Background: an optimization exercise with open tools, aiming at small area. Do not read the settings as production practice.
RTL that was checked went through simulation tests only; none was proved equivalent to the original.
Power figures rest on the tool's default switching activity, not on a simulated workload. The clock port is modelled as an ideal driver; clocking choices that lean on that would not hold on a real chip.

==> 04-14: inputs <==
==> flow/design.v <==
module regfile(
		input clk, reset,
		input wr_en, input [4:0] wr_num, input [7:0] wr_data, input wr_last,
		input [4:0] rd_num, output [7:0] rd_data);
	parameter [31:0] sp_init = 0;
	parameter [31:0] ra_init = 0;
	wire [8*32-1:0] head;
	assign head[7:0] = 8'h00;
	genvar i;
	generate
		for (i = 1; i < 32; i = i + 1) begin : g_reg
			reg [31:0] q;
			wire wsel = wr_en && wr_num == i;
			wire [7:0] nxt = wsel ? wr_data : q[7:0];
			always @(posedge clk)
				q <= {nxt, q[31:8]};
			if (i == 29 || i == 31) begin : g_rst
				reg valid;
				always @(posedge clk or posedge reset)
					if (reset)
						valid <= 1'b0;
					else if (wsel && wr_last)
						valid <= 1'b1;
				assign head[i*8 +: 8] = q[7:0] & {8{valid}};
			end
			else begin : g_norst
				assign head[i*8 +: 8] = q[7:0];
			end
		end
	endgenerate
	wire [31:0] sel = 32'd1 << rd_num;
	logic [7:0] r;
	integer k;
	always_comb begin
		r = 8'h00;
		for (k = 1; k < 32; k = k + 1)
			r = r | (head[k*8 +: 8] & {8{sel[k]}});
	end
	assign rd_data = r;
endmodule
module mips(
	input clk, reset,
	output [31:0] instr_addr,
	input [31:0] instr_in,
	output [31:0] data_addr,
	input [31:0] data_in,
	output logic [31:0] data_out,
	output logic [1:0] data_access_size,
	output data_rd_wr);
	parameter [31:0] pc_init = 0;
	parameter [31:0] sp_init = 0;
	parameter [31:0] ra_init = 0;
	logic [1:0] ph, rnd;
	logic [11:0] pc;
	assign instr_addr = {20'd0, pc};
	wire [5:0] op = instr_in[31:26];
	wire [5:0] fn = instr_in[5:0];
	wire [4:0] rs = instr_in[25:21];
	wire [4:0] rt = instr_in[20:16];
	wire [4:0] rd = instr_in[15:11];
	wire [4:0] sh = instr_in[10:6];
	wire [15:0] imm = instr_in[15:0];
	wire lo = ~op[5] & ~op[4];                     
	wire special = lo & ~op[3] & ~op[2] & ~op[1];
	wire i_sll   = special & ~fn[5] & ~fn[3];
	wire i_addu  = special & fn[5] & ~fn[1];
	wire i_subu  = special & fn[5] & fn[1];
	wire i_jr    = special & ~fn[5] & fn[3];
	wire i_mul   = ~op[5] & op[4];
	wire i_addiu = lo & op[3] & ~op[1];
	wire i_lui   = lo & op[3] & op[1] & op[0];
	wire i_slti  = lo & op[3] & op[1] & ~op[0];
	wire i_lw    = op[5] & ~op[3] & ~op[2];
	wire i_lbu   = op[5] & ~op[3] & op[2];
	wire i_sw    = op[5] & op[3] & op[0];
	wire i_sb    = op[5] & op[3] & ~op[0];
	wire i_j     = lo & ~op[3] & ~op[2] & op[1] & ~op[0];
	wire i_jal   = lo & ~op[3] & ~op[2] & op[1] & op[0];
	wire i_beq   = lo & ~op[3] & op[2] & ~op[0];
	wire i_bne   = lo & ~op[3] & op[2] & op[0];
	wire i_load  = i_lw | i_lbu;
	wire i_store = i_sw | i_sb;
	wire i_mulsh = i_mul | i_sll;
	wire i_br    = i_beq | i_bne;
	wire i_jump  = i_j | i_jal;
	wire i_arith = i_addu | i_subu;
	wire [1:0] last = (i_load | i_store | i_mulsh | i_br) ? 2'd2 :
	                  (i_arith | i_slti | i_jr) ? 2'd1 : 2'd0;
	wire in_last = (rnd == last);
	wire r0 = (rnd == 2'd0);
	wire r1 = (rnd == 2'd1);
	wire r2 = (rnd == 2'd2);
	logic we;
	logic [4:0] wnum;
	logic [7:0] wdata;
	wire [7:0] rb;
	regfile #(.sp_init(sp_init), .ra_init(ra_init)) regs(
		.clk(clk), .reset(reset),
		.wr_en(we), .wr_num(wnum), .wr_data(wdata), .wr_last(ph == 2'd3),
		.rd_num(r0 ? rs : rt), .rd_data(rb));
	wire [10:0] pc4h;
	inc #(10) u_pcinc(.a(pc[11:2]), .s(pc4h));
	wire [12:0] pc4 = {pc4h, pc[1:0]};
	wire [31:0] pc4w = {19'd0, pc4};
	wire [31:0] simm = {{16{imm[15]}}, imm};
	wire [31:0] luiw = {imm, 16'd0};
	wire [31:0] onehot = 32'd1 << sh;
	wire [7:0] pc4_b   = pc4w[ph*8 +: 8];
	wire [7:0] simm_b  = simm[ph*8 +: 8];
	wire [31:0] boff = {{14{imm[15]}}, imm, 2'b00};
	wire [7:0] boff_b  = boff[ph*8 +: 8];
	wire [7:0] lui_b   = luiw[ph*8 +: 8];
	wire [7:0] oh_b    = onehot[ph*8 +: 8];
	logic [31:0] T, M;
	logic c;
	wire [7:0] a = (i_jal | (i_br & r1)) ? pc4_b : (r1 ? T[7:0] : rb);
	wire sub = r1 ? i_subu : i_slti;
	logic [7:0] b0;
	always_comb begin
		b0 = 8'h00;
		if (r1) begin
			if (i_addu) b0 = rb;
			if (i_subu) b0 = ~rb;
			if (i_br) b0 = boff_b;
		end
		else begin
			if (i_addiu | i_load | i_store) b0 = simm_b;
			if (i_slti) b0 = ~simm_b;
			if (i_lui) b0 = lui_b;
			if (i_sll) b0 = oh_b;
			if (i_jal) b0 = (ph == 2'd0) ? 8'd4 : 8'd0;
		end
	end
	wire cin = (ph == 2'd0) ? sub : c;
	wire [8:0] sum;
	rca #(8) u_alu(.a(a), .b(b0), .cin(cin), .s(sum[7:0]), .cout(sum[8]));
	logic [27:0] P;
	wire [3:0] d = (r1 && ph == 2'd0) ? rb[3:0] : M[3:0];
	logic pb;
	wire pbx = (r1 && ph == 2'd0) ? 1'b0 : pb;
	wire neg0 = d[1] & ~(d[0] & pbx);
	wire one0 = d[0] ^ pbx;
	wire two0 = (d[1] & ~d[0] & ~pbx) | (~d[1] & d[0] & pbx);
	wire neg1 = d[3] & ~(d[2] & d[1]);
	wire one1 = d[2] ^ d[1];
	wire two1 = (d[3] & ~d[2] & ~d[1]) | (~d[3] & d[2] & d[1]);
	wire [31:0] pp0 = (({32{one0}} & T) | ({32{two0}} & {T[30:0], 1'b0})) ^ {32{neg0}};
	wire [29:0] pp1 = (({30{one1}} & T[29:0]) | ({30{two1}} & {T[28:0], 1'b0})) ^ {30{neg1}};
	wire [31:0] csx = {4'd0, P};
	wire [31:0] csz = {pp1, neg1, neg0};
	wire [31:0] css = csx ^ pp0 ^ csz;
	wire [31:0] csc = (csx & pp0) | (csx & csz) | (pp0 & csz);
	wire [31:0] S;
	assign S[0] = css[0];
	wire k9, k17_0, k17_1, k25_0, k25_1;
	wire [7:0] sa0, sa1, sb0, sb1;
	wire [6:0] sc0, sc1;
	rca #(8) u_m1(.a(css[8:1]), .b(csc[7:0]), .cin(neg1), .s(S[8:1]), .cout(k9));
	rca #(8) u_m2a(.a(css[16:9]), .b(csc[15:8]), .cin(1'b0), .s(sa0), .cout(k17_0));
	rca #(8) u_m2b(.a(css[16:9]), .b(csc[15:8]), .cin(1'b1), .s(sa1), .cout(k17_1));
	rca #(8) u_m3a(.a(css[24:17]), .b(csc[23:16]), .cin(1'b0), .s(sb0), .cout(k25_0));
	rca #(8) u_m3b(.a(css[24:17]), .b(csc[23:16]), .cin(1'b1), .s(sb1), .cout(k25_1));
	rca #(7) u_m4a(.a(css[31:25]), .b(csc[30:24]), .cin(1'b0), .s(sc0), .cout());
	rca #(7) u_m4b(.a(css[31:25]), .b(csc[30:24]), .cin(1'b1), .s(sc1), .cout());
	wire k17 = k9 ? k17_1 : k17_0;
	wire k25 = k17 ? k25_1 : k25_0;
	assign S[16:9] = k9 ? sa1 : sa0;
	assign S[24:17] = k17 ? sb1 : sb0;
	assign S[31:25] = k25 ? sc1 : sc0;
	wire [7:0] mul_b = (ph == 2'd0) ? M[23:16] :
	                   (ph == 2'd1) ? M[27:20] :
	                   (ph == 2'd2) ? M[31:24] : {S[3:0], M[31:28]};
	logic [31:0] Mn;
	always_comb begin
		Mn = {(i_store ? d : S[3:0]), M[31:4]};
		if (r1)
			case (ph)
				2'd0: Mn[3:0] = rb[7:4];
				2'd1: Mn[7:0] = rb;
				2'd2: Mn[11:4] = rb;
				2'd3: Mn[15:8] = rb;
			endcase
	end
	logic f;
	always_comb begin
		we = 1'b0;
		wnum = rt;
		wdata = sum[7:0];
		if (i_arith) begin
			we = r1;
			wnum = rd;
		end
		if (i_addiu | i_lui) we = r0;
		if (i_jal) begin
			we = r0;
			wnum = 5'd31;
		end
		if (i_slti) begin
			we = r1;
			wdata = {7'd0, f & (ph == 2'd0)};
		end
		if (i_load) begin
			we = (r1 && ph != 2'd0) || (r2 && ph == 2'd0);
			wdata = (i_lbu && ph != 2'd0) ? 8'h00 : data_in[7:0];
		end
		if (i_mulsh) begin
			we = r2;
			wnum = rd;
			wdata = mul_b;
		end
	end
	assign data_addr = {T[31:2], i_lw ? {~ph[1] ^ ph[0], ph[0]} : T[1:0]};
	assign data_out = {M[15:0], M[31:16]};
	assign data_access_size = {1'b0, i_sw};
	assign data_rd_wr = ~(i_store && r2 && ph == 2'd0);
	always @(posedge clk or posedge reset) begin
		if (reset) begin
			ph <= 2'd0;
			rnd <= 2'd0;
			pc <= pc_init[11:0];
		end
		else begin
			ph <= ph + 2'd1;
			if (ph == 2'd3)
				rnd <= in_last ? 2'd0 : rnd + 2'd1;
			if (in_last && ph == 2'd2)
				pc <= i_jump ? {instr_in[9:0], 2'b00} :
				      (i_jr | (i_beq & f) | (i_bne & ~f)) ? T[11:0] : pc4[11:0];
		end
	end
	always @(posedge clk) begin
		c <= sum[8];
		M <= Mn;
		P <= r0 ? 28'd0 : S[31:4];
		pb <= d[3];
		if (r0) begin
			T <= {sum[7:0], T[31:8]};
			f <= ~sum[8];
		end
		else begin
			if (r1 & (i_arith | i_br))
				T <= {sum[7:0], T[31:8]};
			if (r1 & i_br)
				f <= ((ph == 2'd0) | f) & (T[7:0] == rb);
		end
	end
endmodule
module rca #(parameter N = 8) (
	input [N-1:0] a, b, input cin,
	output [N-1:0] s, output cout);
	wire [N:0] c;
	assign c[0] = cin;
	genvar i;
	generate
		for (i = 0; i < N; i = i + 1) begin : g_bit
			assign s[i] = a[i] ^ b[i] ^ c[i];
			assign c[i+1] = (a[i] & b[i]) | (a[i] & c[i]) | (b[i] & c[i]);
		end
	endgenerate
	assign cout = c[N];
endmodule
module inc #(parameter N = 8) (
	input [N-1:0] a, output [N:0] s);
	wire [N:0] c;
	assign c[0] = 1'b1;
	genvar i;
	generate
		for (i = 0; i < N; i = i + 1) begin : g_bit
			assign s[i] = a[i] ^ c[i];
			assign c[i+1] = a[i] & c[i];
		end
	endgenerate
	assign s[N] = c[N];
endmodule
==> flow/flow/run.sh <==
#!/bin/bash
# The standard layout (standard.sh), with these ORFS settings changed
# through the environment:
#  - synthesis maps logic with an area-oriented ABC script (flow/abc_area.script,
#    used in place of ORFS's abc_speed.script in a copy of ORFS's scripts
#    folder); everything else in synthesis is unchanged, so the registers are
#    the standard synthesis's
#  - ports are buffered with buf_1 cells instead of clkdlybuf4s50_1
#  - clock tree: sink clusters of up to 32 flip-flops, each driven by a
#    clkbuf_16, and no dummy loads
# standard.sh's full output goes to standard.log in this folder; ORFS's own
# per-step logs stay under orfs/logs.
set -o pipefail
rm -rf scripts_abc
cp -r "$FLOW_HOME/scripts" scripts_abc
cp flow/abc_area.script scripts_abc/abc_speed.script
export SCRIPTS_DIR="$PWD/scripts_abc"
export BUFFER_PORTS_ARGS="-buffer_cell sky130_fd_sc_hd__buf_1"
export CTS_ARGS="-sink_clustering_enable -repair_clock_nets -dont_use_dummy_load -sink_clustering_size 32 -sink_clustering_max_diameter 90 -buf_list sky130_fd_sc_hd__clkbuf_16"
bash standard.sh > standard.log 2>&1
==> flow/flow/abc_area.script <==
&get -n
&st
&dch
&nf -R 1000 -p -F 16 -C 32
&put
topo
dnsize -c
==> flow/standard.sh <==
#!/bin/bash
# synth_recipe.tcl (not shown) runs the flow's synth.tcl, then flattens the netlist and writes it again
# the make line also repeats each setting of config.mk as NAME=value (left out here)
make -C /OpenROAD-flow-scripts/flow DESIGN_CONFIG=/design/flow/config.mk WORK_HOME=/design/flow/orfs CLKGATE_MAP_FILE= SYNTH_SCRIPT=/design/flow/synth_recipe.tcl "${@:-finish}"
==> flow/config.mk <==
export PLATFORM = sky130hd
export DESIGN_NAME = mips
export DESIGN_NICKNAME = mips
export VERILOG_FILES = /design/flow/design.v
export SDC_FILE = /design/flow/constraint.sdc
export NUM_CORES = 4
export LEC_CHECK = 0
export CAP_MARGIN = 20
export CORE_MARGIN = 2
export CORE_UTILIZATION = 65
export CTS_BUF_LIST = sky130_fd_sc_hd__clkbuf_16
export CTS_CLUSTER_DIAMETER = 100
export CTS_CLUSTER_SIZE = 25
export PLACE_DENSITY = 0.8
export SLEW_MARGIN = 20
==> flow/constraint.sdc <==
create_clock -name core_clock -period 15.0 [get_ports {clk}]
set_input_delay 3.0000 -clock core_clock [delete_from_list [all_inputs] [get_ports {clk}]]
set_output_delay 3.0000 -clock core_clock [all_outputs]
set_load 0.01 [all_outputs]
==> 08-12: changes against 04-14 <==
--- a/flow/design.v
+++ b/flow/design.v
@@ -154,17 +154,12 @@
 	assign S[0] = css[0];
-	wire k9, k17_0, k17_1, k25_0, k25_1;
-	wire [7:0] sa0, sa1, sb0, sb1;
-	wire [6:0] sc0, sc1;
-	rca #(8) u_m1(.a(css[8:1]), .b(csc[7:0]), .cin(neg1), .s(S[8:1]), .cout(k9));
-	rca #(8) u_m2a(.a(css[16:9]), .b(csc[15:8]), .cin(1'b0), .s(sa0), .cout(k17_0));
-	rca #(8) u_m2b(.a(css[16:9]), .b(csc[15:8]), .cin(1'b1), .s(sa1), .cout(k17_1));
-	rca #(8) u_m3a(.a(css[24:17]), .b(csc[23:16]), .cin(1'b0), .s(sb0), .cout(k25_0));
-	rca #(8) u_m3b(.a(css[24:17]), .b(csc[23:16]), .cin(1'b1), .s(sb1), .cout(k25_1));
-	rca #(7) u_m4a(.a(css[31:25]), .b(csc[30:24]), .cin(1'b0), .s(sc0), .cout());
-	rca #(7) u_m4b(.a(css[31:25]), .b(csc[30:24]), .cin(1'b1), .s(sc1), .cout());
-	wire k17 = k9 ? k17_1 : k17_0;
-	wire k25 = k17 ? k25_1 : k25_0;
-	assign S[16:9] = k9 ? sa1 : sa0;
-	assign S[24:17] = k17 ? sb1 : sb0;
-	assign S[31:25] = k25 ? sc1 : sc0;
+	wire k12, k22_0, k22_1;
+	wire [9:0] sm0, sm1, sh0, sh1;
+	rca #(11) u_mlo(.a(css[11:1]), .b(csc[10:0]), .cin(neg1), .s(S[11:1]), .cout(k12));
+	rca #(10) u_mm0(.a(css[21:12]), .b(csc[20:11]), .cin(1'b0), .s(sm0), .cout(k22_0));
+	rca #(10) u_mm1(.a(css[21:12]), .b(csc[20:11]), .cin(1'b1), .s(sm1), .cout(k22_1));
+	rca #(10) u_mh0(.a(css[31:22]), .b(csc[30:21]), .cin(1'b0), .s(sh0), .cout());
+	rca #(10) u_mh1(.a(css[31:22]), .b(csc[30:21]), .cin(1'b1), .s(sh1), .cout());
+	wire k22 = k12 ? k22_1 : k22_0;
+	assign S[21:12] = k12 ? sm1 : sm0;
+	assign S[31:22] = k22 ? sh1 : sh0;
 	wire [7:0] mul_b = (ph == 2'd0) ? M[23:16] :
--- a/flow/flow/run.sh
+++ b/flow/flow/run.sh
@@ -8,2 +8,4 @@
 #  - ports are buffered with buf_1 cells instead of clkdlybuf4s50_1
+#  - after global routing, cells on paths with positive slack are sized down
+#    (ORFS's RECOVER_POWER, all such paths)
 #  - clock tree: sink clusters of up to 32 flip-flops, each driven by a
@@ -17,2 +19,3 @@
 export SCRIPTS_DIR="$PWD/scripts_abc"
+export RECOVER_POWER=100
 export BUFFER_PORTS_ARGS="-buffer_cell sky130_fd_sc_hd__buf_1"
==> 12-13: changes against 04-14 <==
--- a/flow/design.v
+++ b/flow/design.v
@@ -154,17 +154,12 @@
 	assign S[0] = css[0];
-	wire k9, k17_0, k17_1, k25_0, k25_1;
-	wire [7:0] sa0, sa1, sb0, sb1;
-	wire [6:0] sc0, sc1;
-	rca #(8) u_m1(.a(css[8:1]), .b(csc[7:0]), .cin(neg1), .s(S[8:1]), .cout(k9));
-	rca #(8) u_m2a(.a(css[16:9]), .b(csc[15:8]), .cin(1'b0), .s(sa0), .cout(k17_0));
-	rca #(8) u_m2b(.a(css[16:9]), .b(csc[15:8]), .cin(1'b1), .s(sa1), .cout(k17_1));
-	rca #(8) u_m3a(.a(css[24:17]), .b(csc[23:16]), .cin(1'b0), .s(sb0), .cout(k25_0));
-	rca #(8) u_m3b(.a(css[24:17]), .b(csc[23:16]), .cin(1'b1), .s(sb1), .cout(k25_1));
-	rca #(7) u_m4a(.a(css[31:25]), .b(csc[30:24]), .cin(1'b0), .s(sc0), .cout());
-	rca #(7) u_m4b(.a(css[31:25]), .b(csc[30:24]), .cin(1'b1), .s(sc1), .cout());
-	wire k17 = k9 ? k17_1 : k17_0;
-	wire k25 = k17 ? k25_1 : k25_0;
-	assign S[16:9] = k9 ? sa1 : sa0;
-	assign S[24:17] = k17 ? sb1 : sb0;
-	assign S[31:25] = k25 ? sc1 : sc0;
+	wire k12, k22_0, k22_1;
+	wire [9:0] sm0, sm1, sh0, sh1;
+	rca #(11) u_mlo(.a(css[11:1]), .b(csc[10:0]), .cin(neg1), .s(S[11:1]), .cout(k12));
+	rca #(10) u_mm0(.a(css[21:12]), .b(csc[20:11]), .cin(1'b0), .s(sm0), .cout(k22_0));
+	rca #(10) u_mm1(.a(css[21:12]), .b(csc[20:11]), .cin(1'b1), .s(sm1), .cout(k22_1));
+	rca #(10) u_mh0(.a(css[31:22]), .b(csc[30:21]), .cin(1'b0), .s(sh0), .cout());
+	rca #(10) u_mh1(.a(css[31:22]), .b(csc[30:21]), .cin(1'b1), .s(sh1), .cout());
+	wire k22 = k12 ? k22_1 : k22_0;
+	assign S[21:12] = k12 ? sm1 : sm0;
+	assign S[31:22] = k22 ? sh1 : sh0;
 	wire [7:0] mul_b = (ph == 2'd0) ? M[23:16] :
- CAP_MARGIN: 20 -> 5
- CORE_UTILIZATION: 65 -> 55
- PLACE_DENSITY: 0.8 -> 0.7
- SLEW_MARGIN: 20 -> 5
==> notes <==
- 04-14 passed the timing, DRC and antenna checks. 12-13 finished with timing, DRC and antenna clean. 08-12 finished but failed the layout checks on max-capacitance violations, max-slew violations.
- In sequential cell count, 08-12 and 12-13 do not differ.
- In sequential power, 08-12 and 12-13 hardly differ.
- The highest critical path depth belongs to 12-13, the lowest to 04-14.
- In 08-12 the sequential share of layout area is higher than in 12-13, by 0.82 points.
- Against 08-12, the global-route usage of 04-14 is higher by 0.44 points.
- Synthesized cell count is the same in 12-13 and 08-12.
==> figures <==
Run status: 04-14 finished clean; 08-12 finished with violations; 12-13 finished clean
Reasons for failing layout checks: 04-14 -; 08-12 max-capacitance violations, max-slew violations; 12-13 -
Number of global-route vias before repair: 04-14 20896; 08-12 21006; 12-13 19623
Count of TritonRoute iterations in the first routing pass: 04-14 9; 08-12 6; 12-13 7
Min-Delay Endpoint: 04-14 regs.g_reg[25].q[9]; 08-12 regs.g_reg[31].q[9]; 12-13 regs.g_reg[29].q[13]
Number of buffers added by the clock tree synthesis step: 04-14 43; 08-12 41; 12-13 45
Wire length of the first global-routing pass: 04-14 123000 um; 08-12 121000 um; 12-13 118000 um
Detailed route wirelength on metal2: 04-14 37200 um; 08-12 36900 um; 12-13 35400 um
Synthesized-area fraction occupied by ao, oa, aoi and oai cells: 04-14 0.117; 08-12 0.121; 12-13 0.121
Final-layout clock buffer total: 04-14 43; 08-12 41; 12-13 45
Fraction of met3 tracks used by global routing: 04-14 0.0404; 08-12 0.0433; 12-13 0.0290
Hold Startpoint: 04-14 regs.g_reg[25].q[17]; 08-12 regs.g_reg[31].q[17]; 12-13 regs.g_reg[29].q[21]
Final clock-cell share: 04-14 0.0304; 08-12 0.0294; 12-13 0.0319
Int Power: 04-14 5680 uW; 08-12 5690 uW; 12-13 5750 uW
Delay of the slowest cell on the worst path: 04-14 0.58 ns; 08-12 0.58 ns; 12-13 0.52 ns
The RTL of 04-14 was laid out without a check of its function.

-- port drivers added, routing unchanged --
In the flow no input, the clock included, has a driving cell. The finished layouts below were timed again as built, in two steps. Step 1 (the two cells are an assumption about what drives the block):
set clk [get_ports {clk}]
set_driving_cell -lib_cell sky130_fd_sc_hd__clkbuf_16 $clk
set_driving_cell -lib_cell sky130_fd_sc_hd__buf_2 [delete_from_list [all_inputs] $clk]
Step 2 also shifts input and output timing later by t, the mid clock arrival at the registers, as if the neighbouring blocks saw the same clock. Three values: no drivers, after step 1, after step 2; two values: the first two.
| run | t (ns) | setup slack, ns | cell pins on the clock port's net |
|---|---|---|---|
| 04-14 | 0.642 | 1.513 / 1.496 / 0.853 | 1 |
| 08-12 | 0.637 | 0.725 / 0.757 / 0.120 | 1 |
| 12-13 | 0.644 | 0.893 / 0.896 / 0.252 | 1 |
For 04-14, which loses most, drivers alone change the setup slack by -0.017 ns; drivers and shift together by -0.660 ns.
